This design comes from an exercise in tuning for small area and a short achievable clock period on the open sky130 flow, not from production work. The RTL of this run was laid out without a check of its function. Power is estimated from default activity; no workload was simulated.

`flow/config.mk`:
```
export PLATFORM = sky130hd
export DESIGN_NAME = SCPU
export DESIGN_NICKNAME = SCPU
export VERILOG_FILES = /design/flow/design.v
export SDC_FILE = /design/flow/constraint.sdc
export NUM_CORES = 8
export LEC_CHECK = 0
export ABC_AREA = 1
export CAP_MARGIN = 10
export CORE_MARGIN = 2
export CORE_UTILIZATION = 40
export CTS_CLUSTER_DIAMETER = 100
export CTS_CLUSTER_SIZE = 25
export SETUP_SLACK_MARGIN = 5
export SLEW_MARGIN = 10
export SYNTH_HIERARCHICAL = 1
export SYNTH_MINIMUM_KEEP_SIZE = 0
export TNS_END_PERCENT = 20
```
`flow/constraint.sdc`:
```
create_clock -name core_clock -period 8.0 [get_ports {clk}]
set_input_delay 1.6000 -clock core_clock [delete_from_list [all_inputs] [get_ports {clk}]]
set_output_delay 1.6000 -clock core_clock [all_outputs]
set_load 0.01 [all_outputs]
```
`flow/design.v`:
```
module SCPU(clk, rst_n, in_valid, instruction, MEM_out, busy, out_valid, out0, out1, out2, out3, out4, out5, out6, out7, out8, out9, out10, out11, out12, out13, out14, out15, WEN, ADDR, MEM_in);
input clk, rst_n, in_valid;
input [18:0] instruction;
input [15:0] MEM_out;
output busy, out_valid, WEN;
output [12:0] ADDR;
output [15:0] MEM_in;
output reg [15:0] out0, out1, out2, out3, out4, out5, out6, out7, out8, out9, out10, out11, out12, out13, out14, out15;
assign busy = 1'b0;
wire [15:0] rdA, rdB;
wire [3:0] s0_n, s10_n, s11_n;
wire c4_n, c80_n, c81_n;
wire [4:0] ahp1_n;
wire [255:0] xi_s1_r = {out15, out14, out13, out12, out11, out10, out9, out8, out7, out6, out5, out4, out3, out2, out1, out0};
wire [18:0] xi_s1_ins = instruction;
wire [15:0] xo_s1_rda;
assign rdA = xo_s1_rda;
wire [15:0] xo_s1_rdb;
assign rdB = xo_s1_rdb;
wire [3:0] xo_s1_s0;
assign s0_n = xo_s1_s0;
wire  xo_s1_c4;
assign c4_n = xo_s1_c4;
wire [3:0] xo_s1_s10;
assign s10_n = xo_s1_s10;
wire  xo_s1_c80;
assign c80_n = xo_s1_c80;
wire [3:0] xo_s1_s11;
assign s11_n = xo_s1_s11;
wire  xo_s1_c81;
assign c81_n = xo_s1_c81;
wire [4:0] xo_s1_ahp1;
assign ahp1_n = xo_s1_ahp1;
if (1) begin : s1
  wire [255:0] r = xi_s1_r;
  wire [18:0] ins = xi_s1_ins;
  wire [15:0] rda;
  assign xo_s1_rda = rda;
  wire [15:0] rdb;
  assign xo_s1_rdb = rdb;
  wire [3:0] s0;
  assign xo_s1_s0 = s0;
  wire  c4;
  assign xo_s1_c4 = c4;
  wire [3:0] s10;
  assign xo_s1_s10 = s10;
  wire  c80;
  assign xo_s1_c80 = c80;
  wire [3:0] s11;
  assign xo_s1_s11 = s11;
  wire  c81;
  assign xo_s1_c81 = c81;
  wire [4:0] ahp1;
  assign xo_s1_ahp1 = ahp1;
wire [15:0] sa = 16'd1 << ins[15:12];
wire [15:0] sb = 16'd1 << ins[11:8];
wire [15:0] sa0, sa1, sb0, sb1;
scpu_dec4 da0(.a(ins[15:12]), .y(sa0));
scpu_dec4 da1(.a(ins[15:12]), .y(sa1));
scpu_dec4 db0(.a(ins[11:8]), .y(sb0));
scpu_dec4 db1(.a(ins[11:8]), .y(sb1));
reg [15:0] ta, tb;
integer i;
always @(*) begin
  ta = 16'd0; tb = 16'd0;
  for (i = 0; i < 16; i = i + 1) begin
    ta = ta | (r[16*i +: 16] & {{8{sa1[i]}}, {8{sa0[i]}}});
    tb = tb | (r[16*i +: 16] & {{8{sb1[i]}}, {8{sb0[i]}}});
  end
end
assign rda = ta;
assign rdb = tb;
wire [7:0] ag = ta[7:0] & ins[7:0];
wire [7:0] at = ta[7:0] | ins[7:0];
wire [7:0] ap = ta[7:0] ^ ins[7:0];
assign s0 = ap[3:0] ^ {(ag[0] & at[1] & at[2]) | (ag[1] & at[2]) | (ag[2]), (ag[0] & at[1]) | (ag[1]), (ag[0]), 1'b0};
assign c4 = (ag[0] & at[1] & at[2] & at[3]) | (ag[1] & at[2] & at[3]) | (ag[2] & at[3]) | (ag[3]);
assign s10 = ap[7:4] ^ {(ag[4] & at[5] & at[6]) | (ag[5] & at[6]) | (ag[6]), (ag[4] & at[5]) | (ag[5]), (ag[4]), 1'b0};
assign c80 = (ag[4] & at[5] & at[6] & at[7]) | (ag[5] & at[6] & at[7]) | (ag[6] & at[7]) | (ag[7]);
assign s11 = ap[7:4] ^ {(at[4] & at[5] & at[6]) | (ag[4] & at[5] & at[6]) | (ag[5] & at[6]) | (ag[6]), (at[4] & at[5]) | (ag[4] & at[5]) | (ag[5]), (at[4]) | (ag[4]), (1'b1)};
assign c81 = (at[4] & at[5] & at[6] & at[7]) | (ag[4] & at[5] & at[6] & at[7]) | (ag[5] & at[6] & at[7]) | (ag[6] & at[7]) | (ag[7]);
assign ahp1 = ta[12:8] ^ {&ta[11:8], &ta[10:8], &ta[9:8], ta[8], 1'b1};
end
reg v1, wen_r;
reg [2:0] op1;
reg [11:0] f1;
reg [15:0] A, B;
reg [3:0] s0_r, s10_r, s11_r;
reg c4_r, c80_r, c81_r;
reg [4:0] ahp1_r;
always @(posedge clk or negedge rst_n)
  if (!rst_n) begin v1 <= 1'b0; wen_r <= 1'b1; end
  else begin v1 <= in_valid; wen_r <= ~(in_valid & (instruction[18:16] == 3'd5)); end
always @(posedge clk) begin
  op1 <= instruction[18:16];
  f1 <= instruction[11:0];
  A <= rdA;
  B <= rdB;
  s0_r <= s0_n; s10_r <= s10_n; s11_r <= s11_n;
  c4_r <= c4_n; c80_r <= c80_n; c81_r <= c81_n;
  ahp1_r <= ahp1_n;
end
assign WEN = wen_r;
wire [4:0] hx1 = c81_r ? ahp1_r : A[12:8];
wire [4:0] hx0 = c80_r ? ahp1_r : A[12:8];
assign ADDR = {c4_r ? hx1 : hx0, c4_r ? s11_r : s10_r, s0_r};
assign MEM_in = B;
wire [86:0] mrow;
wire [15:0] r1_n;
wire r2b_n;
wire [15:0] xi_s2_a = A;
wire [15:0] xi_s2_b = B;
wire [2:0] xi_s2_op = op1;
wire [7:0] xi_s2_f = f1[7:0];
wire [86:0] xo_s2_m;
assign mrow = xo_s2_m;
wire [15:0] xo_s2_r1;
assign r1_n = xo_s2_r1;
wire  xo_s2_r2b;
assign r2b_n = xo_s2_r2b;
if (1) begin : s2
  wire [15:0] a = xi_s2_a;
  wire [15:0] b = xi_s2_b;
  wire [2:0] op = xi_s2_op;
  wire [7:0] f = xi_s2_f;
  wire [86:0] m;
  assign xo_s2_m = m;
  wire [15:0] r1;
  assign xo_s2_r1 = r1;
  wire  r2b;
  assign xo_s2_r2b = r2b;
wire [16:0] bx = {b, 1'b0};
wire [16:0] ax = {a[15], a};
wire [7:0] one, two, ng, nsx;
assign one[0] = bx[1] ^ bx[0];
assign two[0] = (bx[2] & ~bx[1] & ~bx[0]) | (~bx[2] & bx[1] & bx[0]);
assign ng[0] = bx[2];
assign one[1] = bx[3] ^ bx[2];
assign two[1] = (bx[4] & ~bx[3] & ~bx[2]) | (~bx[4] & bx[3] & bx[2]);
assign ng[1] = bx[4];
assign one[2] = bx[5] ^ bx[4];
assign two[2] = (bx[6] & ~bx[5] & ~bx[4]) | (~bx[6] & bx[5] & bx[4]);
assign ng[2] = bx[6];
assign one[3] = bx[7] ^ bx[6];
assign two[3] = (bx[8] & ~bx[7] & ~bx[6]) | (~bx[8] & bx[7] & bx[6]);
assign ng[3] = bx[8];
assign one[4] = bx[9] ^ bx[8];
assign two[4] = (bx[10] & ~bx[9] & ~bx[8]) | (~bx[10] & bx[9] & bx[8]);
assign ng[4] = bx[10];
assign one[5] = bx[11] ^ bx[10];
assign two[5] = (bx[12] & ~bx[11] & ~bx[10]) | (~bx[12] & bx[11] & bx[10]);
assign ng[5] = bx[12];
assign one[6] = bx[13] ^ bx[12];
assign two[6] = (bx[14] & ~bx[13] & ~bx[12]) | (~bx[14] & bx[13] & bx[12]);
assign ng[6] = bx[14];
assign one[7] = bx[15] ^ bx[14];
assign two[7] = (bx[16] & ~bx[15] & ~bx[14]) | (~bx[16] & bx[15] & bx[14]);
assign ng[7] = bx[16];
wire [16:0] pp0 = (({17{one[0]}} & ax) | ({17{two[0]}} & {ax[15:0], 1'b0})) ^ {17{ng[0]}};
assign nsx[0] = ~pp0[16];
wire [16:0] pp1 = (({17{one[1]}} & ax) | ({17{two[1]}} & {ax[15:0], 1'b0})) ^ {17{ng[1]}};
assign nsx[1] = ~pp1[16];
wire [16:0] pp2 = (({17{one[2]}} & ax) | ({17{two[2]}} & {ax[15:0], 1'b0})) ^ {17{ng[2]}};
assign nsx[2] = ~pp2[16];
wire [16:0] pp3 = (({17{one[3]}} & ax) | ({17{two[3]}} & {ax[15:0], 1'b0})) ^ {17{ng[3]}};
assign nsx[3] = ~pp3[16];
wire [16:0] pp4 = (({17{one[4]}} & ax) | ({17{two[4]}} & {ax[15:0], 1'b0})) ^ {17{ng[4]}};
assign nsx[4] = ~pp4[16];
wire [16:0] pp5 = (({17{one[5]}} & ax) | ({17{two[5]}} & {ax[15:0], 1'b0})) ^ {17{ng[5]}};
assign nsx[5] = ~pp5[16];
wire [16:0] pp6 = (({17{one[6]}} & ax) | ({17{two[6]}} & {ax[15:0], 1'b0})) ^ {17{ng[6]}};
assign nsx[6] = ~pp6[16];
wire [16:0] pp7 = (({17{one[7]}} & ax) | ({17{two[7]}} & {ax[15:0], 1'b0})) ^ {17{ng[7]}};
assign nsx[7] = ~pp7[16];
wire mhs0, mhc0, mhs1, mhc1, mfs0, mfc0, mhs2, mhc2, mfs1, mfc1, mhs3, mhc3, mfs2, mfc2, mfs3, mfc3, mhs4, mhc4, mfs4, mfc4, mfs5, mfc5, mhs5, mhc5, mfs6, mfc6, mfs7, mfc7, mhs6, mhc6, mfs8, mfc8, mfs9, mfc9, mhs7, mhc7, mfs10, mfc10, mfs11, mfc11, mhs8, mhc8, mfs12, mfc12, mfs13, mfc13, mfs14, mfc14, mhs9, mhc9, mhs10, mhc10, mhs11, mhc11, mfs15, mfc15, mhs12, mhc12, mfs16, mfc16, mhs13, mhc13, mfs17, mfc17, mfs18, mfc18, mfs19, mfc19, mfs20, mfc20, mfs21, mfc21, mfs22, mfc22, mfs23, mfc23, mfs24, mfc24, mfs25, mfc25, mfs26, mfc26, mfs27, mfc27, mfs28, mfc28, mfs29, mfc29, mfs30, mfc30, mfs31, mfc31, mfs32, mfc32, mfs33, mfc33, mfs34, mfc34, mfs35, mfc35, mfs36, mfc36, mfs37, mfc37, mfs38, mfc38, mfs39, mfc39, mfs40, mfc40, mfs41, mfc41, mfs42, mfc42, mfs43, mfc43, mhs14, mhc14, mfs44, mfc44, mhs15, mhc15, mhs16, mhc16, mhs17, mhc17, mfs45, mfc45, mfs46, mfc46, mfs47, mfc47, mfs48, mfc48, mfs49, mfc49, mfs50, mfc50, mfs51, mfc51, mfs52, mfc52, mfs53, mfc53, mfs54, mfc54, mfs55, mfc55, mfs56, mfc56, mfs57, mfc57, mfs58, mfc58, mfs59, mfc59, mfs60, mfc60, mfs61, mfc61, mfs62, mfc62, mfs63, mfc63, mfs64, mfc64, mfs65, mfc65, mhs18, mhc18;
assign mhs0 = pp0[10] ^ pp1[8];
assign mhc0 = pp0[10] & pp1[8];
assign mhs1 = pp0[11] ^ pp1[9];
assign mhc1 = pp0[11] & pp1[9];
assign mfs0 = pp0[12] ^ pp1[10] ^ pp2[8];
assign mfc0 = (pp0[12] & pp1[10]) | (pp0[12] & pp2[8]) | (pp1[10] & pp2[8]);
assign mhs2 = pp3[6] ^ pp4[4];
assign mhc2 = pp3[6] & pp4[4];
assign mfs1 = pp0[13] ^ pp1[11] ^ pp2[9];
assign mfc1 = (pp0[13] & pp1[11]) | (pp0[13] & pp2[9]) | (pp1[11] & pp2[9]);
assign mhs3 = pp3[7] ^ pp4[5];
assign mhc3 = pp3[7] & pp4[5];
assign mfs2 = pp0[14] ^ pp1[12] ^ pp2[10];
assign mfc2 = (pp0[14] & pp1[12]) | (pp0[14] & pp2[10]) | (pp1[12] & pp2[10]);
assign mfs3 = pp3[8] ^ pp4[6] ^ pp5[4];
assign mfc3 = (pp3[8] & pp4[6]) | (pp3[8] & pp5[4]) | (pp4[6] & pp5[4]);
assign mhs4 = pp6[2] ^ pp7[0];
assign mhc4 = pp6[2] & pp7[0];
assign mfs4 = pp0[15] ^ pp1[13] ^ pp2[11];
assign mfc4 = (pp0[15] & pp1[13]) | (pp0[15] & pp2[11]) | (pp1[13] & pp2[11]);
assign mfs5 = pp3[9] ^ pp4[7] ^ pp5[5];
assign mfc5 = (pp3[9] & pp4[7]) | (pp3[9] & pp5[5]) | (pp4[7] & pp5[5]);
assign mhs5 = pp6[3] ^ pp7[1];
assign mhc5 = pp6[3] & pp7[1];
assign mfs6 = pp0[16] ^ pp1[14] ^ pp2[12];
assign mfc6 = (pp0[16] & pp1[14]) | (pp0[16] & pp2[12]) | (pp1[14] & pp2[12]);
assign mfs7 = pp3[10] ^ pp4[8] ^ pp5[6];
assign mfc7 = (pp3[10] & pp4[8]) | (pp3[10] & pp5[6]) | (pp4[8] & pp5[6]);
assign mhs6 = pp6[4] ^ pp7[2];
assign mhc6 = pp6[4] & pp7[2];
assign mfs8 = pp0[16] ^ pp1[15] ^ pp2[13];
assign mfc8 = (pp0[16] & pp1[15]) | (pp0[16] & pp2[13]) | (pp1[15] & pp2[13]);
assign mfs9 = pp3[11] ^ pp4[9] ^ pp5[7];
assign mfc9 = (pp3[11] & pp4[9]) | (pp3[11] & pp5[7]) | (pp4[9] & pp5[7]);
assign mhs7 = pp6[5] ^ pp7[3];
assign mhc7 = pp6[5] & pp7[3];
assign mfs10 = nsx[0] ^ nsx[1] ^ pp2[14];
assign mfc10 = (nsx[0] & nsx[1]) | (nsx[0] & pp2[14]) | (nsx[1] & pp2[14]);
assign mfs11 = pp3[12] ^ pp4[10] ^ pp5[8];
assign mfc11 = (pp3[12] & pp4[10]) | (pp3[12] & pp5[8]) | (pp4[10] & pp5[8]);
assign mhs8 = pp6[6] ^ pp7[4];
assign mhc8 = pp6[6] & pp7[4];
assign mfs12 = 1'b1 ^ pp2[15] ^ pp3[13];
assign mfc12 = (1'b1 & pp2[15]) | (1'b1 & pp3[13]) | (pp2[15] & pp3[13]);
assign mfs13 = pp4[11] ^ pp5[9] ^ pp6[7];
assign mfc13 = (pp4[11] & pp5[9]) | (pp4[11] & pp6[7]) | (pp5[9] & pp6[7]);
assign mfs14 = nsx[2] ^ pp3[14] ^ pp4[12];
assign mfc14 = (nsx[2] & pp3[14]) | (nsx[2] & pp4[12]) | (pp3[14] & pp4[12]);
assign mhs9 = 1'b1 ^ pp3[15];
assign mhc9 = 1'b1 & pp3[15];
assign mhs10 = pp0[6] ^ pp1[4];
assign mhc10 = pp0[6] & pp1[4];
assign mhs11 = pp0[7] ^ pp1[5];
assign mhc11 = pp0[7] & pp1[5];
assign mfs15 = pp0[8] ^ pp1[6] ^ pp2[4];
assign mfc15 = (pp0[8] & pp1[6]) | (pp0[8] & pp2[4]) | (pp1[6] & pp2[4]);
assign mhs12 = pp3[2] ^ pp4[0];
assign mhc12 = pp3[2] & pp4[0];
assign mfs16 = pp0[9] ^ pp1[7] ^ pp2[5];
assign mfc16 = (pp0[9] & pp1[7]) | (pp0[9] & pp2[5]) | (pp1[7] & pp2[5]);
assign mhs13 = pp3[3] ^ pp4[1];
assign mhc13 = pp3[3] & pp4[1];
assign mfs17 = pp2[6] ^ pp3[4] ^ pp4[2];
assign mfc17 = (pp2[6] & pp3[4]) | (pp2[6] & pp4[2]) | (pp3[4] & pp4[2]);
assign mfs18 = pp5[0] ^ ng[5] ^ mhs0;
assign mfc18 = (pp5[0] & ng[5]) | (pp5[0] & mhs0) | (ng[5] & mhs0);
assign mfs19 = pp2[7] ^ pp3[5] ^ pp4[3];
assign mfc19 = (pp2[7] & pp3[5]) | (pp2[7] & pp4[3]) | (pp3[5] & pp4[3]);
assign mfs20 = pp5[1] ^ mhc0 ^ mhs1;
assign mfc20 = (pp5[1] & mhc0) | (pp5[1] & mhs1) | (mhc0 & mhs1);
assign mfs21 = pp5[2] ^ pp6[0] ^ ng[6];
assign mfc21 = (pp5[2] & pp6[0]) | (pp5[2] & ng[6]) | (pp6[0] & ng[6]);
assign mfs22 = mhc1 ^ mfs0 ^ mhs2;
assign mfc22 = (mhc1 & mfs0) | (mhc1 & mhs2) | (mfs0 & mhs2);
assign mfs23 = pp5[3] ^ pp6[1] ^ mfc0;
assign mfc23 = (pp5[3] & pp6[1]) | (pp5[3] & mfc0) | (pp6[1] & mfc0);
assign mfs24 = mhc2 ^ mfs1 ^ mhs3;
assign mfc24 = (mhc2 & mfs1) | (mhc2 & mhs3) | (mfs1 & mhs3);
assign mfs25 = ng[7] ^ mfc1 ^ mhc3;
assign mfc25 = (ng[7] & mfc1) | (ng[7] & mhc3) | (mfc1 & mhc3);
assign mfs26 = mfs2 ^ mfs3 ^ mhs4;
assign mfc26 = (mfs2 & mfs3) | (mfs2 & mhs4) | (mfs3 & mhs4);
assign mfs27 = mfc2 ^ mfc3 ^ mhc4;
assign mfc27 = (mfc2 & mfc3) | (mfc2 & mhc4) | (mfc3 & mhc4);
assign mfs28 = mfs4 ^ mfs5 ^ mhs5;
assign mfc28 = (mfs4 & mfs5) | (mfs4 & mhs5) | (mfs5 & mhs5);
assign mfs29 = mfc4 ^ mfc5 ^ mhc5;
assign mfc29 = (mfc4 & mfc5) | (mfc4 & mhc5) | (mfc5 & mhc5);
assign mfs30 = mfs6 ^ mfs7 ^ mhs6;
assign mfc30 = (mfs6 & mfs7) | (mfs6 & mhs6) | (mfs7 & mhs6);
assign mfs31 = mfc6 ^ mfc7 ^ mhc6;
assign mfc31 = (mfc6 & mfc7) | (mfc6 & mhc6) | (mfc7 & mhc6);
assign mfs32 = mfs8 ^ mfs9 ^ mhs7;
assign mfc32 = (mfs8 & mfs9) | (mfs8 & mhs7) | (mfs9 & mhs7);
assign mfs33 = mfc8 ^ mfc9 ^ mhc7;
assign mfc33 = (mfc8 & mfc9) | (mfc8 & mhc7) | (mfc9 & mhc7);
assign mfs34 = mfs10 ^ mfs11 ^ mhs8;
assign mfc34 = (mfs10 & mfs11) | (mfs10 & mhs8) | (mfs11 & mhs8);
assign mfs35 = pp7[5] ^ mfc10 ^ mfc11;
assign mfc35 = (pp7[5] & mfc10) | (pp7[5] & mfc11) | (mfc10 & mfc11);
assign mfs36 = mhc8 ^ mfs12 ^ mfs13;
assign mfc36 = (mhc8 & mfs12) | (mhc8 & mfs13) | (mfs12 & mfs13);
assign mfs37 = pp5[10] ^ pp6[8] ^ pp7[6];
assign mfc37 = (pp5[10] & pp6[8]) | (pp5[10] & pp7[6]) | (pp6[8] & pp7[6]);
assign mfs38 = mfc12 ^ mfc13 ^ mfs14;
assign mfc38 = (mfc12 & mfc13) | (mfc12 & mfs14) | (mfc13 & mfs14);
assign mfs39 = pp4[13] ^ pp5[11] ^ pp6[9];
assign mfc39 = (pp4[13] & pp5[11]) | (pp4[13] & pp6[9]) | (pp5[11] & pp6[9]);
assign mfs40 = pp7[7] ^ mfc14 ^ mhs9;
assign mfc40 = (pp7[7] & mfc14) | (pp7[7] & mhs9) | (mfc14 & mhs9);
assign mfs41 = nsx[3] ^ pp4[14] ^ pp5[12];
assign mfc41 = (nsx[3] & pp4[14]) | (nsx[3] & pp5[12]) | (pp4[14] & pp5[12]);
assign mfs42 = pp6[10] ^ pp7[8] ^ mhc9;
assign mfc42 = (pp6[10] & pp7[8]) | (pp6[10] & mhc9) | (pp7[8] & mhc9);
assign mfs43 = 1'b1 ^ pp4[15] ^ pp5[13];
assign mfc43 = (1'b1 & pp4[15]) | (1'b1 & pp5[13]) | (pp4[15] & pp5[13]);
assign mhs14 = pp6[11] ^ pp7[9];
assign mhc14 = pp6[11] & pp7[9];
assign mfs44 = nsx[4] ^ pp5[14] ^ pp6[12];
assign mfc44 = (nsx[4] & pp5[14]) | (nsx[4] & pp6[12]) | (pp5[14] & pp6[12]);
assign mhs15 = 1'b1 ^ pp5[15];
assign mhc15 = 1'b1 & pp5[15];
assign mhs16 = pp0[4] ^ pp1[2];
assign mhc16 = pp0[4] & pp1[2];
assign mhs17 = pp0[5] ^ pp1[3];
assign mhc17 = pp0[5] & pp1[3];
assign mfs45 = pp2[2] ^ pp3[0] ^ ng[3];
assign mfc45 = (pp2[2] & pp3[0]) | (pp2[2] & ng[3]) | (pp3[0] & ng[3]);
assign mfs46 = pp2[3] ^ pp3[1] ^ mhc10;
assign mfc46 = (pp2[3] & pp3[1]) | (pp2[3] & mhc10) | (pp3[1] & mhc10);
assign mfs47 = ng[4] ^ mhc11 ^ mfs15;
assign mfc47 = (ng[4] & mhc11) | (ng[4] & mfs15) | (mhc11 & mfs15);
assign mfs48 = mfc15 ^ mhc12 ^ mfs16;
assign mfc48 = (mfc15 & mhc12) | (mfc15 & mfs16) | (mhc12 & mfs16);
assign mfs49 = mfc16 ^ mhc13 ^ mfs17;
assign mfc49 = (mfc16 & mhc13) | (mfc16 & mfs17) | (mhc13 & mfs17);
assign mfs50 = mfc17 ^ mfc18 ^ mfs19;
assign mfc50 = (mfc17 & mfc18) | (mfc17 & mfs19) | (mfc18 & mfs19);
assign mfs51 = mfc19 ^ mfc20 ^ mfs21;
assign mfc51 = (mfc19 & mfc20) | (mfc19 & mfs21) | (mfc20 & mfs21);
assign mfs52 = mfc21 ^ mfc22 ^ mfs23;
assign mfc52 = (mfc21 & mfc22) | (mfc21 & mfs23) | (mfc22 & mfs23);
assign mfs53 = mfc23 ^ mfc24 ^ mfs25;
assign mfc53 = (mfc23 & mfc24) | (mfc23 & mfs25) | (mfc24 & mfs25);
assign mfs54 = mfc25 ^ mfc26 ^ mfs27;
assign mfc54 = (mfc25 & mfc26) | (mfc25 & mfs27) | (mfc26 & mfs27);
assign mfs55 = mfc27 ^ mfc28 ^ mfs29;
assign mfc55 = (mfc27 & mfc28) | (mfc27 & mfs29) | (mfc28 & mfs29);
assign mfs56 = mfc29 ^ mfc30 ^ mfs31;
assign mfc56 = (mfc29 & mfc30) | (mfc29 & mfs31) | (mfc30 & mfs31);
assign mfs57 = mfc31 ^ mfc32 ^ mfs33;
assign mfc57 = (mfc31 & mfc32) | (mfc31 & mfs33) | (mfc32 & mfs33);
assign mfs58 = mfc33 ^ mfc34 ^ mfs35;
assign mfc58 = (mfc33 & mfc34) | (mfc33 & mfs35) | (mfc34 & mfs35);
assign mfs59 = mfc35 ^ mfc36 ^ mfs37;
assign mfc59 = (mfc35 & mfc36) | (mfc35 & mfs37) | (mfc36 & mfs37);
assign mfs60 = mfc37 ^ mfc38 ^ mfs39;
assign mfc60 = (mfc37 & mfc38) | (mfc37 & mfs39) | (mfc38 & mfs39);
assign mfs61 = mfc39 ^ mfc40 ^ mfs41;
assign mfc61 = (mfc39 & mfc40) | (mfc39 & mfs41) | (mfc40 & mfs41);
assign mfs62 = mfc41 ^ mfc42 ^ mfs43;
assign mfc62 = (mfc41 & mfc42) | (mfc41 & mfs43) | (mfc42 & mfs43);
assign mfs63 = pp7[10] ^ mfc43 ^ mhc14;
assign mfc63 = (pp7[10] & mfc43) | (pp7[10] & mhc14) | (mfc43 & mhc14);
assign mfs64 = pp6[13] ^ pp7[11] ^ mfc44;
assign mfc64 = (pp6[13] & pp7[11]) | (pp6[13] & mfc44) | (pp7[11] & mfc44);
assign mfs65 = nsx[5] ^ pp6[14] ^ pp7[12];
assign mfc65 = (nsx[5] & pp6[14]) | (nsx[5] & pp7[12]) | (pp6[14] & pp7[12]);
assign mhs18 = 1'b1 ^ pp6[15];
assign mhc18 = 1'b1 & pp6[15];
assign m = {1'b1, nsx[7], pp7[15], 1'b1, mhc18, pp7[14], nsx[6], mhs18, mfc65, pp7[13], mfs65, mfc64, mhc15, mfs64, mfc63, mhs15, mfs63, mfc62, mfs44, mfs62, mfc61, mhs14, mfs61, mfc60, mfs42, mfs60, mfc59, mfs40, mfs59, mfc58, mfs38, mfs58, mfc57, mfs36, mfs57, mfc56, mfs34, mfs56, mfc55, mfs32, mfs55, mfc54, mfs30, mfs54, mfc53, mfs28, mfs53, mfc52, mfs26, mfs52, mfc51, mfs24, mfs51, mfc50, mfs22, mfs50, mfc49, mfs20, mfs49, mfc48, mfs18, mfs48, mfc47, mhs13, mfs47, mfc46, mhs12, mfs46, mfc45, mhs11, mfs45, mhc17, mhs10, mhs17, mhc16, pp2[1], mhs16, ng[2], pp2[0], pp1[1], pp0[3], ng[1], pp1[0], pp0[2], pp0[1], ng[0], pp0[0]};
wire [3:0] func = f[3:0];
wire sub = ((op == 3'd0) & (func == 4'd4)) | (op == 3'd4);
wire [15:0] y0 = (op == 3'd0) ? b : {{8{f[7]}}, f};
wire [15:0] sum;
wire [15:0] yx = y0 ^ {16{sub}};
wire [15:0] ad_g = a & yx;
wire [15:0] ad_t = a | yx;
wire [15:0] ad_p = a ^ yx;
wire ad_c0 = sub;
wire ad_G0 = ad_g[0] | (ad_t[0] & ad_c0);
wire ad_G0_1 = ad_g[1] | (ad_t[1] & ad_G0);
wire ad_G0_3 = ad_g[3] | (ad_t[3] & ad_g[2]);
wire ad_T0_3 = ad_t[3] & ad_t[2];
wire ad_G0_5 = ad_g[5] | (ad_t[5] & ad_g[4]);
wire ad_T0_5 = ad_t[5] & ad_t[4];
wire ad_G0_7 = ad_g[7] | (ad_t[7] & ad_g[6]);
wire ad_T0_7 = ad_t[7] & ad_t[6];
wire ad_G0_9 = ad_g[9] | (ad_t[9] & ad_g[8]);
wire ad_T0_9 = ad_t[9] & ad_t[8];
wire ad_G0_11 = ad_g[11] | (ad_t[11] & ad_g[10]);
wire ad_T0_11 = ad_t[11] & ad_t[10];
wire ad_G0_13 = ad_g[13] | (ad_t[13] & ad_g[12]);
wire ad_T0_13 = ad_t[13] & ad_t[12];
wire ad_G0_15 = ad_g[15] | (ad_t[15] & ad_g[14]);
wire ad_T0_15 = ad_t[15] & ad_t[14];
wire ad_G1_2 = ad_g[2] | (ad_t[2] & ad_G0_1);
wire ad_G1_3 = ad_G0_3 | (ad_T0_3 & ad_G0_1);
wire ad_G1_6 = ad_g[6] | (ad_t[6] & ad_G0_5);
wire ad_T1_6 = ad_t[6] & ad_T0_5;
wire ad_G1_7 = ad_G0_7 | (ad_T0_7 & ad_G0_5);
wire ad_T1_7 = ad_T0_7 & ad_T0_5;
wire ad_G1_10 = ad_g[10] | (ad_t[10] & ad_G0_9);
wire ad_T1_10 = ad_t[10] & ad_T0_9;
wire ad_G1_11 = ad_G0_11 | (ad_T0_11 & ad_G0_9);
wire ad_T1_11 = ad_T0_11 & ad_T0_9;
wire ad_G1_14 = ad_g[14] | (ad_t[14] & ad_G0_13);
wire ad_T1_14 = ad_t[14] & ad_T0_13;
wire ad_G1_15 = ad_G0_15 | (ad_T0_15 & ad_G0_13);
wire ad_T1_15 = ad_T0_15 & ad_T0_13;
wire ad_G2_4 = ad_g[4] | (ad_t[4] & ad_G1_3);
wire ad_G2_5 = ad_G0_5 | (ad_T0_5 & ad_G1_3);
wire ad_G2_6 = ad_G1_6 | (ad_T1_6 & ad_G1_3);
wire ad_G2_7 = ad_G1_7 | (ad_T1_7 & ad_G1_3);
wire ad_G2_12 = ad_g[12] | (ad_t[12] & ad_G1_11);
wire ad_T2_12 = ad_t[12] & ad_T1_11;
wire ad_G2_13 = ad_G0_13 | (ad_T0_13 & ad_G1_11);
wire ad_T2_13 = ad_T0_13 & ad_T1_11;
wire ad_G2_14 = ad_G1_14 | (ad_T1_14 & ad_G1_11);
wire ad_T2_14 = ad_T1_14 & ad_T1_11;
wire ad_G2_15 = ad_G1_15 | (ad_T1_15 & ad_G1_11);
wire ad_T2_15 = ad_T1_15 & ad_T1_11;
wire ad_G3_8 = ad_g[8] | (ad_t[8] & ad_G2_7);
wire ad_G3_9 = ad_G0_9 | (ad_T0_9 & ad_G2_7);
wire ad_G3_10 = ad_G1_10 | (ad_T1_10 & ad_G2_7);
wire ad_G3_11 = ad_G1_11 | (ad_T1_11 & ad_G2_7);
wire ad_G3_12 = ad_G2_12 | (ad_T2_12 & ad_G2_7);
wire ad_G3_13 = ad_G2_13 | (ad_T2_13 & ad_G2_7);
wire ad_G3_14 = ad_G2_14 | (ad_T2_14 & ad_G2_7);
wire ad_G3_15 = ad_G2_15 | (ad_T2_15 & ad_G2_7);
assign sum = ad_p ^ {ad_G3_14, ad_G3_13, ad_G3_12, ad_G3_11, ad_G3_10, ad_G3_9, ad_G3_8, ad_G2_7, ad_G2_6, ad_G2_5, ad_G2_4, ad_G1_3, ad_G1_2, ad_G0_1, ad_G0, ad_c0};
wire eq = (a == b);
wire signed [15:0] sa = a, sb = b;
wire lt = (sa < sb);
wire cmp = (op == 3'd2) ? eq : lt;
reg [15:0] t;
always @(*) begin
  t = 16'd0;
  case (op)
    3'd0: case (func)
            4'd0: t = a & b;
            4'd1: t = a | b;
            4'd2: t = a ^ b;
            4'd3, 4'd4: t = sum;
            default: t = 16'd0;
          endcase
    3'd3, 3'd4: t = sum;
    default: t = {15'd0, cmp};
  endcase
end
assign r1 = t;
assign r2b = ~cmp;
end
reg v2, we1, we2, ld2, mul2, ov, r2b_r;
reg [3:0] d1, d2;
reg [15:0] r1_r;
reg q0_0, q0_1, q1_0, q2_0, q2_1, q2_2, q3_0, q3_1, q4_0, q4_1, q4_2, q5_0, q5_1, q5_2, q6_0, q6_1, q6_2, q7_0, q7_1, q7_2, q8_0, q8_1, q8_2, q9_0, q9_1, q9_2, q10_0, q10_1, q10_2, q11_0, q11_1, q11_2, q12_0, q12_1, q12_2, q13_0, q13_1, q13_2, q14_0, q14_1, q14_2, q15_0, q15_1, q15_2, q16_0, q16_1, q16_2, q17_0, q17_1, q17_2, q18_0, q18_1, q18_2, q19_0, q19_1, q19_2, q20_0, q20_1, q20_2, q21_0, q21_1, q21_2, q22_0, q22_1, q22_2, q23_0, q23_1, q23_2, q24_0, q24_1, q24_2, q25_0, q25_1, q25_2, q26_0, q26_1, q26_2, q27_0, q27_1, q27_2, q28_0, q28_1, q28_2, q29_0, q29_1, q30_0, q31_0;
always @(posedge clk or negedge rst_n)
  if (!rst_n) begin v2 <= 1'b0; we1 <= 1'b0; we2 <= 1'b0; end
  else begin
    v2 <= v1;
    we1 <= v1 & (op1 != 3'd5);
    we2 <= v1 & ((op1 == 3'd1) | (op1 == 3'd2) | (op1 == 3'd7));
  end
always @(posedge clk) begin
  ld2 <= (op1 == 3'd6);
  mul2 <= (op1 == 3'd1);
  d1 <= ((op1 == 3'd3) | (op1 == 3'd4) | (op1 == 3'd6)) ? f1[11:8] : f1[7:4];
  d2 <= f1[3:0];
  r1_r <= r1_n;
  r2b_r <= r2b_n;
  q0_0 <= mrow[0];
  q0_1 <= mrow[1];
  q1_0 <= mrow[2];
  q2_0 <= mrow[3];
  q2_1 <= mrow[4];
  q2_2 <= mrow[5];
  q3_0 <= mrow[6];
  q3_1 <= mrow[7];
  q4_0 <= mrow[8];
  q4_1 <= mrow[9];
  q4_2 <= mrow[10];
  q5_0 <= mrow[11];
  q5_1 <= mrow[12];
  q5_2 <= mrow[13];
  q6_0 <= mrow[14];
  q6_1 <= mrow[15];
  q6_2 <= mrow[16];
  q7_0 <= mrow[17];
  q7_1 <= mrow[18];
  q7_2 <= mrow[19];
  q8_0 <= mrow[20];
  q8_1 <= mrow[21];
  q8_2 <= mrow[22];
  q9_0 <= mrow[23];
  q9_1 <= mrow[24];
  q9_2 <= mrow[25];
  q10_0 <= mrow[26];
  q10_1 <= mrow[27];
  q10_2 <= mrow[28];
  q11_0 <= mrow[29];
  q11_1 <= mrow[30];
  q11_2 <= mrow[31];
  q12_0 <= mrow[32];
  q12_1 <= mrow[33];
  q12_2 <= mrow[34];
  q13_0 <= mrow[35];
  q13_1 <= mrow[36];
  q13_2 <= mrow[37];
  q14_0 <= mrow[38];
  q14_1 <= mrow[39];
  q14_2 <= mrow[40];
  q15_0 <= mrow[41];
  q15_1 <= mrow[42];
  q15_2 <= mrow[43];
  q16_0 <= mrow[44];
  q16_1 <= mrow[45];
  q16_2 <= mrow[46];
  q17_0 <= mrow[47];
  q17_1 <= mrow[48];
  q17_2 <= mrow[49];
  q18_0 <= mrow[50];
  q18_1 <= mrow[51];
  q18_2 <= mrow[52];
  q19_0 <= mrow[53];
  q19_1 <= mrow[54];
  q19_2 <= mrow[55];
  q20_0 <= mrow[56];
  q20_1 <= mrow[57];
  q20_2 <= mrow[58];
  q21_0 <= mrow[59];
  q21_1 <= mrow[60];
  q21_2 <= mrow[61];
  q22_0 <= mrow[62];
  q22_1 <= mrow[63];
  q22_2 <= mrow[64];
  q23_0 <= mrow[65];
  q23_1 <= mrow[66];
  q23_2 <= mrow[67];
  q24_0 <= mrow[68];
  q24_1 <= mrow[69];
  q24_2 <= mrow[70];
  q25_0 <= mrow[71];
  q25_1 <= mrow[72];
  q25_2 <= mrow[73];
  q26_0 <= mrow[74];
  q26_1 <= mrow[75];
  q26_2 <= mrow[76];
  q27_0 <= mrow[77];
  q27_1 <= mrow[78];
  q27_2 <= mrow[79];
  q28_0 <= mrow[80];
  q28_1 <= mrow[81];
  q28_2 <= mrow[82];
  q29_0 <= mrow[83];
  q29_1 <= mrow[84];
  q30_0 <= mrow[85];
  q31_0 <= mrow[86];
end
wire [255:0] nrf;
wire [86:0] xi_s3_q = {q31_0, q30_0, q29_1, q29_0, q28_2, q28_1, q28_0, q27_2, q27_1, q27_0, q26_2, q26_1, q26_0, q25_2, q25_1, q25_0, q24_2, q24_1, q24_0, q23_2, q23_1, q23_0, q22_2, q22_1, q22_0, q21_2, q21_1, q21_0, q20_2, q20_1, q20_0, q19_2, q19_1, q19_0, q18_2, q18_1, q18_0, q17_2, q17_1, q17_0, q16_2, q16_1, q16_0, q15_2, q15_1, q15_0, q14_2, q14_1, q14_0, q13_2, q13_1, q13_0, q12_2, q12_1, q12_0, q11_2, q11_1, q11_0, q10_2, q10_1, q10_0, q9_2, q9_1, q9_0, q8_2, q8_1, q8_0, q7_2, q7_1, q7_0, q6_2, q6_1, q6_0, q5_2, q5_1, q5_0, q4_2, q4_1, q4_0, q3_1, q3_0, q2_2, q2_1, q2_0, q1_0, q0_1, q0_0};
wire [15:0] xi_s3_r1 = r1_r;
wire  xi_s3_r2b = r2b_r;
wire  xi_s3_mul = mul2;
wire  xi_s3_ld = ld2;
wire  xi_s3_we1 = we1;
wire  xi_s3_we2 = we2;
wire [3:0] xi_s3_d1 = d1;
wire [3:0] xi_s3_d2 = d2;
wire [15:0] xi_s3_mo = MEM_out;
wire [255:0] xi_s3_r = {out15, out14, out13, out12, out11, out10, out9, out8, out7, out6, out5, out4, out3, out2, out1, out0};
wire [255:0] xo_s3_nr;
assign nrf = xo_s3_nr;
if (1) begin : s3
  wire [86:0] q = xi_s3_q;
  wire [15:0] r1 = xi_s3_r1;
  wire  r2b = xi_s3_r2b;
  wire  mul = xi_s3_mul;
  wire  ld = xi_s3_ld;
  wire  we1 = xi_s3_we1;
  wire  we2 = xi_s3_we2;
  wire [3:0] d1 = xi_s3_d1;
  wire [3:0] d2 = xi_s3_d2;
  wire [15:0] mo = xi_s3_mo;
  wire [255:0] r = xi_s3_r;
  wire [255:0] nr;
  assign xo_s3_nr = nr;
wire q0_0 = q[0];
wire q0_1 = q[1];
wire q1_0 = q[2];
wire q2_0 = q[3];
wire q2_1 = q[4];
wire q2_2 = q[5];
wire q3_0 = q[6];
wire q3_1 = q[7];
wire q4_0 = q[8];
wire q4_1 = q[9];
wire q4_2 = q[10];
wire q5_0 = q[11];
wire q5_1 = q[12];
wire q5_2 = q[13];
wire q6_0 = q[14];
wire q6_1 = q[15];
wire q6_2 = q[16];
wire q7_0 = q[17];
wire q7_1 = q[18];
wire q7_2 = q[19];
wire q8_0 = q[20];
wire q8_1 = q[21];
wire q8_2 = q[22];
wire q9_0 = q[23];
wire q9_1 = q[24];
wire q9_2 = q[25];
wire q10_0 = q[26];
wire q10_1 = q[27];
wire q10_2 = q[28];
wire q11_0 = q[29];
wire q11_1 = q[30];
wire q11_2 = q[31];
wire q12_0 = q[32];
wire q12_1 = q[33];
wire q12_2 = q[34];
wire q13_0 = q[35];
wire q13_1 = q[36];
wire q13_2 = q[37];
wire q14_0 = q[38];
wire q14_1 = q[39];
wire q14_2 = q[40];
wire q15_0 = q[41];
wire q15_1 = q[42];
wire q15_2 = q[43];
wire q16_0 = q[44];
wire q16_1 = q[45];
wire q16_2 = q[46];
wire q17_0 = q[47];
wire q17_1 = q[48];
wire q17_2 = q[49];
wire q18_0 = q[50];
wire q18_1 = q[51];
wire q18_2 = q[52];
wire q19_0 = q[53];
wire q19_1 = q[54];
wire q19_2 = q[55];
wire q20_0 = q[56];
wire q20_1 = q[57];
wire q20_2 = q[58];
wire q21_0 = q[59];
wire q21_1 = q[60];
wire q21_2 = q[61];
wire q22_0 = q[62];
wire q22_1 = q[63];
wire q22_2 = q[64];
wire q23_0 = q[65];
wire q23_1 = q[66];
wire q23_2 = q[67];
wire q24_0 = q[68];
wire q24_1 = q[69];
wire q24_2 = q[70];
wire q25_0 = q[71];
wire q25_1 = q[72];
wire q25_2 = q[73];
wire q26_0 = q[74];
wire q26_1 = q[75];
wire q26_2 = q[76];
wire q27_0 = q[77];
wire q27_1 = q[78];
wire q27_2 = q[79];
wire q28_0 = q[80];
wire q28_1 = q[81];
wire q28_2 = q[82];
wire q29_0 = q[83];
wire q29_1 = q[84];
wire q30_0 = q[85];
wire q31_0 = q[86];
wire fhs0, fhc0, fhs1, fhc1, ffs0, ffc0, ffs1, ffc1, ffs2, ffc2, ffs3, ffc3, ffs4, ffc4, ffs5, ffc5, ffs6, ffc6, ffs7, ffc7, ffs8, ffc8, ffs9, ffc9, ffs10, ffc10, ffs11, ffc11, ffs12, ffc12, ffs13, ffc13, ffs14, ffc14, ffs15, ffc15, ffs16, ffc16, ffs17, ffc17, ffs18, ffc18, ffs19, ffc19, ffs20, ffc20, ffs21, ffc21, ffs22, ffc22, ffs23, ffc23, ffs24, ffc24, fhs2, fhc2;
assign fhs0 = q2_0 ^ q2_1;
assign fhc0 = q2_0 & q2_1;
assign fhs1 = q3_0 ^ q3_1;
assign fhc1 = q3_0 & q3_1;
assign ffs0 = q4_0 ^ q4_1 ^ q4_2;
assign ffc0 = (q4_0 & q4_1) | (q4_0 & q4_2) | (q4_1 & q4_2);
assign ffs1 = q5_0 ^ q5_1 ^ q5_2;
assign ffc1 = (q5_0 & q5_1) | (q5_0 & q5_2) | (q5_1 & q5_2);
assign ffs2 = q6_0 ^ q6_1 ^ q6_2;
assign ffc2 = (q6_0 & q6_1) | (q6_0 & q6_2) | (q6_1 & q6_2);
assign ffs3 = q7_0 ^ q7_1 ^ q7_2;
assign ffc3 = (q7_0 & q7_1) | (q7_0 & q7_2) | (q7_1 & q7_2);
assign ffs4 = q8_0 ^ q8_1 ^ q8_2;
assign ffc4 = (q8_0 & q8_1) | (q8_0 & q8_2) | (q8_1 & q8_2);
assign ffs5 = q9_0 ^ q9_1 ^ q9_2;
assign ffc5 = (q9_0 & q9_1) | (q9_0 & q9_2) | (q9_1 & q9_2);
assign ffs6 = q10_0 ^ q10_1 ^ q10_2;
assign ffc6 = (q10_0 & q10_1) | (q10_0 & q10_2) | (q10_1 & q10_2);
assign ffs7 = q11_0 ^ q11_1 ^ q11_2;
assign ffc7 = (q11_0 & q11_1) | (q11_0 & q11_2) | (q11_1 & q11_2);
assign ffs8 = q12_0 ^ q12_1 ^ q12_2;
assign ffc8 = (q12_0 & q12_1) | (q12_0 & q12_2) | (q12_1 & q12_2);
assign ffs9 = q13_0 ^ q13_1 ^ q13_2;
assign ffc9 = (q13_0 & q13_1) | (q13_0 & q13_2) | (q13_1 & q13_2);
assign ffs10 = q14_0 ^ q14_1 ^ q14_2;
assign ffc10 = (q14_0 & q14_1) | (q14_0 & q14_2) | (q14_1 & q14_2);
assign ffs11 = q15_0 ^ q15_1 ^ q15_2;
assign ffc11 = (q15_0 & q15_1) | (q15_0 & q15_2) | (q15_1 & q15_2);
assign ffs12 = q16_0 ^ q16_1 ^ q16_2;
assign ffc12 = (q16_0 & q16_1) | (q16_0 & q16_2) | (q16_1 & q16_2);
assign ffs13 = q17_0 ^ q17_1 ^ q17_2;
assign ffc13 = (q17_0 & q17_1) | (q17_0 & q17_2) | (q17_1 & q17_2);
assign ffs14 = q18_0 ^ q18_1 ^ q18_2;
assign ffc14 = (q18_0 & q18_1) | (q18_0 & q18_2) | (q18_1 & q18_2);
assign ffs15 = q19_0 ^ q19_1 ^ q19_2;
assign ffc15 = (q19_0 & q19_1) | (q19_0 & q19_2) | (q19_1 & q19_2);
assign ffs16 = q20_0 ^ q20_1 ^ q20_2;
assign ffc16 = (q20_0 & q20_1) | (q20_0 & q20_2) | (q20_1 & q20_2);
assign ffs17 = q21_0 ^ q21_1 ^ q21_2;
assign ffc17 = (q21_0 & q21_1) | (q21_0 & q21_2) | (q21_1 & q21_2);
assign ffs18 = q22_0 ^ q22_1 ^ q22_2;
assign ffc18 = (q22_0 & q22_1) | (q22_0 & q22_2) | (q22_1 & q22_2);
assign ffs19 = q23_0 ^ q23_1 ^ q23_2;
assign ffc19 = (q23_0 & q23_1) | (q23_0 & q23_2) | (q23_1 & q23_2);
assign ffs20 = q24_0 ^ q24_1 ^ q24_2;
assign ffc20 = (q24_0 & q24_1) | (q24_0 & q24_2) | (q24_1 & q24_2);
assign ffs21 = q25_0 ^ q25_1 ^ q25_2;
assign ffc21 = (q25_0 & q25_1) | (q25_0 & q25_2) | (q25_1 & q25_2);
assign ffs22 = q26_0 ^ q26_1 ^ q26_2;
assign ffc22 = (q26_0 & q26_1) | (q26_0 & q26_2) | (q26_1 & q26_2);
assign ffs23 = q27_0 ^ q27_1 ^ q27_2;
assign ffc23 = (q27_0 & q27_1) | (q27_0 & q27_2) | (q27_1 & q27_2);
assign ffs24 = q28_0 ^ q28_1 ^ q28_2;
assign ffc24 = (q28_0 & q28_1) | (q28_0 & q28_2) | (q28_1 & q28_2);
assign fhs2 = q29_0 ^ q29_1;
assign fhc2 = q29_0 & q29_1;
wire [31:0] fs = {q31_0, q30_0, ffc24, ffc23, ffc22, ffc21, ffc20, ffc19, ffc18, ffc17, ffc16, ffc15, ffc14, ffc13, ffc12, ffc11, ffc10, ffc9, ffc8, ffc7, ffc6, ffc5, ffc4, ffc3, ffc2, ffc1, ffc0, fhc1, fhc0, q2_2, q1_0, q0_0};
wire [31:0] fc = {1'b0, fhc2, fhs2, ffs24, ffs23, ffs22, ffs21, ffs20, ffs19, ffs18, ffs17, ffs16, ffs15, ffs14, ffs13, ffs12, ffs11, ffs10, ffs9, ffs8, ffs7, ffs6, ffs5, ffs4, ffs3, ffs2, ffs1, ffs0, fhs1, fhs0, 1'b0, q0_1};
wire [31:0] p = fs + fc;
wire [15:0] x1 = ld ? mo : r1;
wire [15:0] w1 = mul ? p[31:16] : x1;
wire [15:0] w2 = mul ? p[15:0] : {15'd0, r2b};
genvar g;
for (g = 0; g < 16; g = g + 1) begin : wb
  wire s2 = we2 && d2 == g;
  wire s1 = we1 && d1 == g && !s2;
  wire h = !(s1 | s2);
  genvar k;
  for (k = 0; k < 16; k = k + 1) begin : bt
    scpu_wbit u(.s2(s2), .w2(w2[k]), .s1(s1), .w1(w1[k]), .h(h), .q(r[16*g+k]), .d(nr[16*g+k]));
  end
end
end
assign out_valid = ov;
always @(posedge clk or negedge rst_n)
  if (!rst_n) begin
    ov <= 1'b0;
    out0 <= 16'd0;
    out1 <= 16'd0;
    out2 <= 16'd0;
    out3 <= 16'd0;
    out4 <= 16'd0;
    out5 <= 16'd0;
    out6 <= 16'd0;
    out7 <= 16'd0;
    out8 <= 16'd0;
    out9 <= 16'd0;
    out10 <= 16'd0;
    out11 <= 16'd0;
    out12 <= 16'd0;
    out13 <= 16'd0;
    out14 <= 16'd0;
    out15 <= 16'd0;
  end else begin
    ov <= v2;
    out0 <= nrf[15:0];
    out1 <= nrf[31:16];
    out2 <= nrf[47:32];
    out3 <= nrf[63:48];
    out4 <= nrf[79:64];
    out5 <= nrf[95:80];
    out6 <= nrf[111:96];
    out7 <= nrf[127:112];
    out8 <= nrf[143:128];
    out9 <= nrf[159:144];
    out10 <= nrf[175:160];
    out11 <= nrf[191:176];
    out12 <= nrf[207:192];
    out13 <= nrf[223:208];
    out14 <= nrf[239:224];
    out15 <= nrf[255:240];
  end
endmodule
module scpu_dec4(a, y);
input [3:0] a;
output [15:0] y;
assign y = 16'd1 << a;
endmodule
module scpu_wbit(s2, w2, s1, w1, h, q, d);
input s2, w2, s1, w1, h, q;
output d;
assign d = (s2 & w2) | (s1 & w1) | (h & q);
endmodule
```
`flow/flow/run.sh`:
```
#!/bin/bash
# The standard layout, with two changes:
# 1. The port buffers are plain buf_1 cells (the resizer may still resize
#    them) instead of the default choice.
# 2. Two passes: the first pass is the standard layout. The second pass
#    redoes the layout from detailed routing on: before it, the gates are
#    resized (sizing and pin swaps only) with the parasitics extracted from
#    the first pass's routed layout, then legalized and globally routed again
#    (flow/postroute_resize.tcl, a PRE_DETAIL_ROUTE hook).
# Each tool's output goes to a log file of its own in this folder.
set -euo pipefail
HERE=$(pwd)
PORTS="BUFFER_PORTS_ARGS=-buffer_cell sky130_fd_sc_hd__buf_1"
RES=$HERE/orfs/results/$FLOW_PLATFORM/SCPU/base

bash standard.sh "$PORTS" finish > standard_pass1.log 2>&1
mkdir -p pass1
cp $RES/6_final.spef pass1/6_final.spef
cp out/final.def pass1/final.def
rm -f out/final.def
for f in $RES/5_2_route.odb $RES/5_3_fillcell.odb $RES/5_route.odb $RES/5_route.sdc $RES/6_*; do rm -f $f; done
export POSTROUTE_SPEF=$HERE/pass1/6_final.spef
bash standard.sh "$PORTS" "PRE_DETAIL_ROUTE_TCL=$HERE/flow/postroute_resize.tcl" finish > standard_pass2.log 2>&1
```
`flow/flow/postroute_resize.tcl`:
```
# PRE_DETAIL_ROUTE hook of the second layout pass: resize gates with the
# parasitics extracted from the first pass's routed layout (same netlist), so
# that timing repair sees real wires rather than estimates; then legalize and
# route globally again before the detailed routing.
if { [info exists ::env(POSTROUTE_SPEF)] && [file exists $::env(POSTROUTE_SPEF)] } {
  source $::env(PLATFORM_DIR)/setRC.tcl
  set_propagated_clock [all_clocks]
  estimate_parasitics -placement
  read_spef $::env(POSTROUTE_SPEF)
  puts "post-route resize: worst slack before [worst_slack -max]"
  if { [env_var_exists_and_non_empty DONT_USE_CELLS] } {
    set_dont_use $::env(DONT_USE_CELLS)
  }
  repair_timing -setup -setup_margin $::env(SETUP_SLACK_MARGIN) -sequence "sizeup,swap" \
    -match_cell_footprint -verbose
  puts "post-route resize: worst slack after [worst_slack -max]"
  set_placement_padding -global \
    -left $::env(CELL_PAD_IN_SITES_DETAIL_PLACEMENT) \
    -right $::env(CELL_PAD_IN_SITES_DETAIL_PLACEMENT)
  detailed_placement
  check_placement -verbose
  source $::env(FASTROUTE_TCL)
  global_route -congestion_report_file $::env(REPORTS_DIR)/congestion_postroute_resize.rpt \
    {*}$::env(GLOBAL_ROUTE_ARGS)
}
```
`flow/standard.sh`:
```
#!/bin/bash
# synth_recipe.tcl (not shown) runs the flow's synth.tcl, then flattens the netlist and writes it again
# the make line also repeats each setting of config.mk as NAME=value (left out here)
make -C /OpenROAD-flow-scripts/flow DESIGN_CONFIG=/design/flow/config.mk WORK_HOME=/design/flow/orfs CLKGATE_MAP_FILE= SYNTH_SCRIPT=/design/flow/synth_recipe.tcl "${@:-finish}"
```
==> impl_results.md <==
* Grt ovf at 0
* Synthesized flop and latch total at between 400 and 500
* Clock network latency to the later pin of the worst-skew pair at 640 ps
* H-tree depth at 1
* Final core occ at approximately 47%
* # setup viols final at 0
* Mean area per synthesized cell at 7.39 µm²
* Clk slew on worst S/H paths at ~100 ps
* Largest net degree at the start of global routing at 111
* Gp weighted congestion at around 1.0
* # Max-Cap Violations at 0
* Leakage at 15.6 nW
* Met1 WL at around 53000 µm
* Most common cell after layout, fill and taps aside: nand2_1
* DP HPWL at 101000 µm
* Post-synth ARST share at between 50% and 60%
* First-pass GRT wire length at between 150000 and 200000 µm
* Initial antenna violation count at 4
* CORE AREA at 71400 µm²
* Post-DR wirelength/cell at about 26 µm
* RSZ-0062 raised after global routing: true
* Synth Warn # at 7
* Setup TNS at 0 ps
* Post-Synthesis Cells at 3890
* Most frequent cells in the layout: 1376 x nand2_1, 364 x nand3_1, 303 x buf_1, 259 x inv_1, 252 x dfrtp_1
* Post-synthesis sequential area ratio at a little over a third
* Worst min path class: reg2reg
* Via Count at between 30000 and 40000
* IO Pins at around 330
* Slew Viols, Final at 0
* Primary FF master, synth: dfrtp_1
* Worst-margin pin slew at approximately 1400 ps
* Place WS at approximately 3400 ps
* Peak supply drop at ~0.37 mV
* Worst Path Arrival at approximately 1800 ps
* Final period util at ~43%
* Met2 wire length at about 62000 µm
* CTS buffer count at 26
* Vias per cell at 5.91
* Cells on worst reg2reg path at 13
* Clk root buf: clkbuf_16
* Slew HR at around 6.4%
* CP Class: reg2out
* Crit path capture type: output port
* Row Count at between 90 and 100
* Final setup skew at approximately 44 ps
* Required @ worst endpoint at ~6400 ps
* Aggregate routed wire length at roughly 140000 µm
* Distinct cells, synth at between 50 and 60
* Vert. Die Dim at 272 µm
* GRT Resource Usage Total at around 36%
* Hold depth at 0
* Hold_sp: f1[0]
* Power, Total at 17.6 mW
* Worst R2R Setup Slack at just under 5000 ps
* Uppermost layer routed: met4
* Crit-path max FO at 6
* 1st-iter DRT viols at ~3600
* Final hold viol count at 0
* R2r startpoint: B[9]
* TritonCTS clock tree: built
* Post-Syn Area at 28700 µm²
* Port bufs at between 300 and 400
* Initial core utilization at roughly two fifths
* EDFF count, synth at 0
* Area Overhead vs Synth at 17.8%
* Crit path launch type: flip-flop
* Hold path endpoint: d2[0]
* Vias in the first global route at around 29000
* # nets final at about 4500
* Share of layout cells above drive strength 1 at between 10% and 20%
* Num Clock Sinks at 441
* Fillers at 7252
* Reg-to-reg endpoint: q20_2
* DRC viols at 0
* Die Width at roughly 270 µm
* Worst hold margin at between 400 and 500 ps
* Final min period at 3430 ps
* Peak Freq at 0.292 GHz
* Post-Syn Nets at roughly 4200
* Clock buffer depth at 3
* Final setup margin at 4570 ps
* Run status: timing/DRC/antenna clean
* DRT Pass-1 Iters at 6
* Die area at about 74000 µm²
* Final ANT Viol Nets at 0
* Pwr Density at roughly 520 nW/µm²
* Met3 Wirelength at 13600 µm
cell type report:
type	instances	area (µm²)	share of cell area [%]
Antenna cell	1	2.50	0.00739
Clock buffer	33	698	2.06
Clock inverter	15	195	0.576
Inverter	296	1240	3.65
Multi-Input combinational cell	3028	18000	53.1
Sequential cell	441	10200	30.1
Tap cell	950	1190	3.51
Timing Repair Buffer	441	2360	6.96
Timing Repair inverter	1	7.51	0.0222
sequential cells by signal, indices dropped and copies added (netlist names), 5 cells and up:
name and flops:
A 16, B 16, ahp1_r 5, f1 12
out0 16, out1 16, out10 16, out11 16
out12 16, out13 16, out14 16, out15 16
out2 16, out3 16, out4 16, out5 16
out6 16, out7 16, out8 16, out9 16
r1_r 16
logic make-up (layout without fill, tap and decap cells):
family | count (synthesis) | in the layout | share of synthesized area, %
other | 1 | 2 | 0.0130
multiplexers | 3 | 3 | 0.113
adder cells (fa/ha/maj) | 234 | 234 | 12.6
XOR/XNOR | 153 | 153 | 4.66
AO/OA/AOI/OAI | 485 | 485 | 10.7
flip-flops | 441 | 441 | 35.3
buffers and inverters | 425 | 786 | 5.82
AND/OR/NAND/NOR | 2148 | 2152 | 30.8
Yosys cell counts, drive strengths merged, types with 55 or more instances:
cell type / number / area (µm²)
a21oi: 90 / 454
a221oi: 55 / 482
clkbuf: 84 / 317
dfrtp: 261 / 6530
dfxtp: 179 / 3580
fa: 92 / 1840
ha: 142 / 1780
inv: 276 / 1040
nand2: 1423 / 5360
nand3: 375 / 1880
nand4: 57 / 357
nor2: 231 / 885
o21ai: 117 / 589
o22ai: 134 / 838
xor2: 134 / 1170
routing by layer:
layer  track usage, %  up-vias
met5                0        -
met4             17.8        0
met3             6.86      443
met2             57.1     1930
met1             45.9    14900
li1                 -    13500
per-module statistics from Yosys, one instance, submodules excluded:
module / copies in the design / cell area (µm²) / cells inside
SCPU: 1 / 24100 / 2746
scpu_dec4: 4 / 126 / 30
scpu_wbit: 256 / 16.3 / 4
report_power, final:
| part | switching, mW | internal (mW) |
|---|---|---|
| sequential | 1.74 | 3.34 |
| combinational | 7.21 | 3.77 |
| clock | 0.899 | 0.695 |
| total | 9.85 | 7.80 |
through the flow:
| step | instances | cell area [µm²] |
|---|---|---|
| global route | 5205 | 33600 |
| finish | 5206 | 33900 |
| global placement | 5108 | 31300 |
| floorplan | 3890 | 28800 |
| detailed placement | 5108 | 31300 |
| CTS | 5193 | 33200 |
worst max-delay path, stage by stage (launching register included):
cell and delay [ps]:
dfxtp_4 400, clkinvlp_4 230, a21oi_1 190, o21ai_1 100, o21ai_2 90, buf_2 170
how the worst max path moves through the flow:
stage	startpoint	to	slack [ps]	cells past startpoint
global route	c4_r	ADDR[8]	4540	5
finish	c4_r	ADDR[10]	4570	5
detailed placement	instruction[15]	c81_r	3440	15
floorplan	instruction[15]	s11_r[3]	4670	15
global placement	instruction[15]	c81_r	3500	11
CTS	c4_r	ADDR[7]	4590	5
what timing repair did:
action / CTS / global route
resized for setup: 235 / 77
endpoints found under the setup margin: 378 / 350
hold buffers: 0 / 0
pin swaps: 21 / 13
setup buffers: 35 / 9
cloned: 2 / 3

==> static timing again, ports no longer ideal <==
No port has a modelled driver above. Below, the same layout with a new extraction and two added sets of constraints.
Step 1 sets driving cells, clkbuf_16 on the clock port and buf_2 on the other inputs (assumed; they add their load-dependent delay and slew).
Step 2, shift: input delay + t, output delay - t, t = (earliest + latest rising clock arrival at the registers) / 2. This alone moves slack from input paths to output paths.
Slacks: ideal ports / drivers / drivers and shift; pairs: ideal ports / drivers.
shift t [ns]: 0.693
setup WS [ns]: 4.571 / 4.500 / 4.275
worst setup path after step 2: input to register
After both steps setup and hold are still met in this run. The setup slack of this run moves by -0.071 ns with the drivers and by -0.296 ns with both steps.
